What follows belongs to an exercise in optimizing a design on an open flow for small area, a short achievable clock period and few clock cycles per item; a production flow would make more cautious choices. At most, simulation tests tie the RTL to the original design; equivalence was not proved. Power is estimated from default activity; no workload was simulated.

lane 1:
Design ascon128_stream, start of the top module:
module ascon128_stream #(
    parameter R = 1
)(
input          clk, rst,
input          start, enc,
input  [127:0] key, nonce,
input          in_valid,
output         in_ready,
input   [63:0] in_data,
input    [3:0] in_bytes,
input          in_ad,
output         out_valid,
output  [63:0] out_data,
output         tag_valid,
output [127:0] tag
);
For scale: about 3300 cells after synthesis, ~440 flip-flops, about 530 I/O pins, ~0.031 mm^2 of cells after synthesis.
==> flow/config.mk <==
export PLATFORM = sky130hd
export DESIGN_NAME = ascon128_stream
export DESIGN_NICKNAME = ascon128_stream
export VERILOG_FILES = /design/flow/design.v
export SDC_FILE = /design/flow/constraint.sdc
export NUM_CORES = 8
export LEC_CHECK = 0
export CAP_MARGIN = 20
export CORE_MARGIN = 2
export CORE_UTILIZATION = 55
export CTS_CLUSTER_DIAMETER = 100
export CTS_CLUSTER_SIZE = 24
export PLACE_DENSITY = 0.75
export SLEW_MARGIN = 50
export SYNTH_HIERARCHICAL = 1
==> flow/constraint.sdc <==
create_clock -name core_clock -period 10.0 [get_ports {clk}]
set_input_delay 2.0000 -clock core_clock [delete_from_list [all_inputs] [get_ports {clk}]]
set_output_delay 2.0000 -clock core_clock [all_outputs]
set_load 0.01 [all_outputs]
standard.sh (not shown) runs the stock make flow with config.mk's settings and CLKGATE_MAP_FILE= SYNTH_SCRIPT=/design/flow/synth_recipe.tcl, a recipe that flattens the netlist after the stock synthesis.
==> flow/flow/run.sh <==
#!/bin/bash
# The standard layout (standard.sh), with plain buffers (buf_1) on the
# ports instead of the default delay-cell buffers. Every port still gets
# its own buffer. The make output goes to standard.log.
set -euo pipefail
export BUFFER_PORTS_ARGS="-buffer_cell sky130_fd_sc_hd__buf_1"
bash standard.sh > standard.log 2>&1
Testbench counts of lane 1, summed over its fixed seeds: cycles 23,122, bytes 19,747.
The inputs of lane 2 differ from those of lane 1 as listed below.
--- a/flow/design.v
+++ b/flow/design.v
@@ -152,35 +152,26 @@
 output  [63:0] out_data,
 output         tag_valid,
 output [127:0] tag
 );
 localparam [3:0]  LAST = 12 - R;
 localparam [63:0] IV   = 64'h80400c0600000000;
 reg  [63:0] S0, S1, S2, S3, S4;
 reg  [63:0] O;
 reg        idle_q, rnd_q, init_q, fin_q, wait_q, tag_q, txt_q, enc_q;
 reg  [3:0] cnt;
 reg        take_q;     
 reg        ov_q;
-reg        pend_q, ad_q;
-reg  [3:0] len_q;
-wire [7:0] m_q, pad_q;
-wire       last_q = !len_q[3];
-genvar q;
-generate
-for (q = 0; q < 8; q = q + 1) begin : lens
-    assign m_q[q]   = (q < len_q);
-    assign pad_q[q] = (q == len_q);
-end
-endgenerate
+reg        pend_q, ad_q, last_q;
+reg  [7:0] m_q, pad_q;
 wire [63:0] x0 [0:R];
 wire [63:0] x1 [0:R];
 wire [63:0] x2 [0:R];
 wire [63:0] x3 [0:R];
 wire [63:0] x4 [0:R];
 assign x0[0] = S0;
 assign x1[0] = S1;
 assign x2[0] = S2;
 assign x3[0] = S3;
 assign x4[0] = S4;
 genvar g;
 generate
@@ -196,33 +187,32 @@
 wire absorb   = take_q;
 wire a_txt    = absorb & !ad_q;
 wire a_fin    = a_txt & last_q;
 wire a_dec    = a_txt & !enc_q;
 wire ds       = a_txt & !txt_q;                   
 wire [7:0] e_byte    = m_q & {8{absorb}};         
 wire [7:0] rs_byte;                              
 wire [7:0] pad_byte  = pad_q & {8{absorb}};       
 localparam NC = 8;
 localparam NK = 4;
 wire [NC-1:0] z_c, ws_c, rs_c;
 wire [NK-1:0] kst_c, k12_c;
-wire idle_d, wait_d, kst_d, k12_d, take_d;
+wire idle_d, wait_d, kst_d, k12_d;
 genvar c;
 generate
 for (c = 0; c < NC; c = c + 1) begin : cz
     ASCON_CREG #(.RV(1'b1)) rz (.clk(clk), .rst(rst), .d(idle_d), .q(z_c[c]));
     ASCON_CREG #(.RV(1'b0)) rw (.clk(clk), .rst(rst), .d(wait_d & !idle_d), .q(ws_c[c]));
     ASCON_CREG #(.RV(1'b0)) rr (.clk(clk), .rst(rst), .d(!wait_d & !idle_d), .q(rs_c[c]));
 end
-ASCON_CREG #(.RV(1'b0)) rin (.clk(clk), .rst(rst), .d(take_d), .q(in_ready));
 for (c = 0; c < NK; c = c + 1) begin : ck
     ASCON_CREG #(.RV(1'b0)) rk  (.clk(clk), .rst(rst), .d(kst_d), .q(kst_c[c]));
     ASCON_CREG #(.RV(1'b1)) r12 (.clk(clk), .rst(rst), .d(k12_d), .q(k12_c[c]));
 end
 endgenerate
 wire [63:0] d0, d1, d2, d3, d4, o_d;
 genvar i;
 generate
 for (i = 0; i < 64; i = i + 1) begin : bits
     localparam integer J = 7 - i / 8;             
     localparam integer C = i / (64 / NC);         
     localparam integer K = i / (64 / NK);         
@@ -285,25 +275,25 @@
     if (last_rnd && fin_q) begin
         rnd_d = 1'b0;
         tag_d = 1'b1;
     end
     if (absorb) begin
         init_d = 1'b0;
         fin_d  = a_fin;
         cnt_d  = a_fin ? 4'd0 : 4'd6;
     end
 end
 wire nl_d   = rnd_d & !fin_d & (cnt_d == LAST);
 wire pend_d = in_valid & !(in_valid & take_q);
-assign take_d = nl_d & pend_d;
+wire take_d = nl_d & pend_d;
 assign idle_d = idle_n;
 assign wait_d = nl_d & !pend_d;
 assign kst_d  = rnd_d & (cnt_d == LAST) & (fin_d | (init_d & take_d));
 assign k12_d = idle_d | (take_d & !in_ad & !in_bytes[3]);
 always @(posedge clk, posedge rst) begin
     if (rst) begin
         idle_q <= 1'b1;
         rnd_q  <= 1'b0;
         init_q <= 1'b0;
         fin_q  <= 1'b0;
         wait_q <= 1'b0;
         tag_q  <= 1'b0;
@@ -319,21 +309,27 @@
         init_q <= init_d;
         fin_q  <= fin_d;
         wait_q <= wait_d;
         tag_q  <= tag_d;
         txt_q  <= txt_d;
         enc_q  <= enc_d;
         cnt    <= cnt_d;
         take_q <= take_d;
         ov_q   <= a_txt;
         pend_q <= pend_d;
     end
 end
+integer k;
 always @(posedge clk) begin
     ad_q   <= in_ad;
-    len_q  <= in_bytes;
+    last_q <= !in_bytes[3];
+    for (k = 0; k < 8; k = k + 1) begin
+        m_q[k]   <= (k < in_bytes);
+        pad_q[k] <= (k == in_bytes);
+    end
 end
+assign in_ready  = take_q;
 assign out_valid = ov_q;
 assign out_data  = O;
 assign tag_valid = tag_q;
 assign tag       = {S3, S4};
 endmodule
The maximum vdd ir drop in lane 1 is 0.892 times that in lane 2. Global-route usage: lane 2 and lane 1 compared, higher one is lane 2. Lane 2 gives more power consumed by sequential cells than lane 1 did. Going from lane 1 to lane 2, flip-flop and latch count went up 12, fraction of power spent switching nets grew by 0.37 points. Status: worst slew slack as a fraction of its limit parity (lane 2, lane 1). Cell area | lane 2 vs lane 1 | lane 2 larger. Lane 2: flow completed, timing, DRC and antenna clean. Comparing lane 2 and lane 1, worst path required time is higher on lane 1. In the metrics for lane 2 and lane 1, the one carrying the higher maximum fanout along the worst path is lane 2. Sequential share of cell area is higher on lane 2. Lane 2 vs lane 1, final design utilization went up by 0.74 points. The final period demand of the worst path of lane 2 is higher than that of lane 1. Compare lane 2 and lane 1 | count of plain and timing-repair buffers lower: lane 1. The combinational gate power of lane 2 and that of lane 1 are within noise of each other.
Only the layout flow was run in lane 2; the RTL was not checked for function there.

-- afterwards: timing with drivers on the ports --
In the flow no input, the clock included, has a driving cell. The finished layouts below were timed again as built, in two steps. Step 1 assumes that a clkbuf_16 drives the clock port and a buf_2 every other input. Step 2 adds t to the input delays and takes it off the output delays; t is the mean of the earliest and latest rising clock arrival at the registers after step 1. Input paths then give back, and output paths get back, about the clock's delay inside the block. Three values: ideal, step 1, step 2; two values: the first two.
run | t, ns | setup slack, ns | clock arrival spread, ns
lane 1 | 0.663 | 6.420 / 6.420 / 6.394 | 0.021 / 0.021
lane 2 | 0.672 | 6.032 / 5.965 / 6.502 | 0.034 / 0.033
After both steps every run listed still meets setup and hold. For lane 1, which loses most, drivers alone change the setup slack by 0.000 ns; drivers and shift together by -0.026 ns.
